This is an optimization exercise on Yosys and OpenROAD, whose aim is small area, a short achievable clock period and few clock cycles per item, not a production implementation. Where RTL was checked, it was by simulation tests only, not by an equivalence proof against the original. Power figures rest on the tool's default switching activity, not on a simulated workload.

== wip/fjord ==
==> flow/design.v (excerpt) <==
module Qarma64(
    input clk,
    input reset_n,
    input [63:0] in,
    input [63:0] tweak,
    input [127:0] key,
    output [63:0] out,
    output ready);
Size in the first run: about 2000 cells after synthesis, roughly 150 flip-flops, roughly 17000 sq um of cells after synthesis.
export LEC_CHECK = 0
export ABC_CLOCK_PERIOD_IN_PS = 2500
export CAP_MARGIN = 20
export CORE_MARGIN = 2
export CORE_UTILIZATION = 60
export SETUP_SLACK_MARGIN = 2.9
export SLEW_MARGIN = 20
create_clock -name core_clock -period 5.5 [get_ports {clk}]
standard.sh (not shown) runs the stock make flow with config.mk's settings and CLKGATE_MAP_FILE= SYNTH_SCRIPT=/design/flow/synth_recipe.tcl, a recipe that flattens the netlist after the stock synthesis.
==> flow/flow/run.sh <==
#!/bin/bash
set -euo pipefail
export BUFFER_PORTS_ARGS="-buffer_cell sky130_fd_sc_hd__buf_1"
bash standard.sh > make_finish.log 2>&1
Testbench counts of wip/fjord, summed over its fixed seeds: cycles 20,400, items 1,200.
diff inputs: wip/fjord => wip/willow
Settings: CORE_UTILIZATION now 45, was 60.
==> flow/flow/run.sh <==
#!/bin/bash
set -euo pipefail
export BUFFER_PORTS_ARGS="-buffer_cell sky130_fd_sc_hd__buf_2"
bash standard.sh > make_finish.log 2>&1
==> results.txt <==
wip/willow against wip/fjord; number of placement rows is up by more than 10%.
The fraction of layout cells with a size suffix above 1 in wip/willow sits 13 points above the value recorded for wip/fjord.
Number of cells in the design after placement in wip/willow is 5.1% above wip/fjord.
The share of total power in the clock network of wip/fjord and that of wip/willow are within noise of each other.
wip/willow vs wip/fjord, share of the cycle needed by the critical path after routing went down by 1.3 points.
Per the comparison of wip/willow with wip/fjord, static leakage +about 10%; worst setup slack before clock tree synthesis +100 ps; cell depth of the worst min-delay path +1; total area of sequential cells ~0 delta; sequential share of layout area -0.63 points.
[inputs] wip/amber vs wip/willow
Settings: a change of CORE_UTILIZATION from 45 to 55.
==> flow/flow/run.sh <==
#!/bin/bash
set -euo pipefail
export BUFFER_PORTS_ARGS="-buffer_cell sky130_fd_sc_hd__buf_1"
bash standard.sh > make_finish.log 2>&1
### Flow results
wip/willow ended up with register to register as its kind of critical path; wip/amber ended up with primary input to register. Summary of the comparison: core utilization is higher in wip/amber, relative to wip/willow. wip/amber vs wip/willow: share of power burned in combinational logic down in wip/amber. wip/willow -> wip/amber: compound-cell area share of the yosys netlist delta 0, exact match. The leading cell type in the layout, fill and taps excluded comes out sky130_fd_sc_hd__buf_2 in one run and sky130_fd_sc_hd__xnor2_1 in the other, namely in wip/willow and wip/amber respectively. What wip/willow reported for total routed wirelength has to be multiplied by 0.933 to get the figure for wip/amber. Taking wip/willow as the reference, in wip/amber full die area went down 7000 sq um; sum of internal, switching and leakage power went down 5.4%; via count went up 439. wip/amber reports its launch point of the worst path as key[93] while wip/willow reports st[11]. [wip/amber vs wip/willow] global-route track usage on met3: higher in wip/amber. Against wip/willow, the final cell area of wip/amber is lower. Going from wip/willow to wip/amber, the reported clock group power was found to have gone down by about 5%.

Another version of the RTL of Qarma64 (not shown whole).
Size in the first run: about 320 I/O pins.
Settings: LEC_CHECK=0, ABC_CLOCK_PERIOD_IN_PS=1800, CAP_MARGIN=20, CORE_MARGIN=2, CORE_UTILIZATION=30, SETUP_SLACK_MARGIN=3.4, SLEW_MARGIN=20; clock period 5.5 ns.
run.sh (not shown) runs the stock make flow with config.mk's settings and CLKGATE_MAP_FILE= SYNTH_SCRIPT=/design/flow/synth_recipe.tcl, a recipe that flattens the netlist after the stock synthesis.
Stock flow here: none of the scripts above is used.
The baseline finished with timing, DRC and antenna clean.
Edit:
Settings changed: ABC_CLOCK_PERIOD_IN_PS 1800 to 2500, SETUP_SLACK_MARGIN 3.4 to 2.8.
What happened: Routed wire length went down by 3.2%. Setup slack gets better by 0.036 ns. Non-clock buffer count fell by 90. Sequential share of layout area rises by 0.46 points. Critical path depth rises by 1. Hold slack hardly moves. Via count is lower by 2.7%. Flip-flop and latch count stays the same.
Function was not checked in any run of this note: the RTL went through the layout flow alone.

==> afterwards: timing with drivers on the ports <==
The results above use ideal ports. As a check the final layouts listed here were re-extracted and re-timed, cells and wires unchanged. Step 1 sets driving cells, clkbuf_16 on the clock port and buf_2 on the other inputs (assumed; they add their load-dependent delay and slew). Step 2 times the ports against the registers' clock, not the clock port: input delays grow and output delays shrink by t, the midpoint of the rising clock arrivals with the driver on. a / b / c = ideal / step 1 / step 2; a / b = the first two.
run	shift t [ns]	slack for setup (ns)	latest minus earliest clock arrival (ns)	slew at the worst register clock pin (ns)	worst data-port slew with drivers (ns)
wip/fjord	0.526	2.717 / 2.717 / 2.282	0.016 / 0.016	0.08 / 0.08	0.05
wip/willow	0.519	2.790 / 2.790 / 2.294	0.014 / 0.014	0.08 / 0.08	0.08
wip/amber	0.532	2.768 / 2.786 / 2.263	0.017 / 0.017	0.08 / 0.08	0.05
the first run of note 2	0.568	1.817 / 1.817 / 1.250	0.020 / 0.020	0.09 / 0.09	0.13
the second run of note 2	0.572	1.853 / 1.869 / 1.311	0.016 / 0.016	0.08 / 0.08	0.12
After both steps setup and hold are still met in every run listed. For the first run of note 2, which loses most, drivers alone change the setup slack by 0.000 ns; drivers and shift together by -0.567 ns.
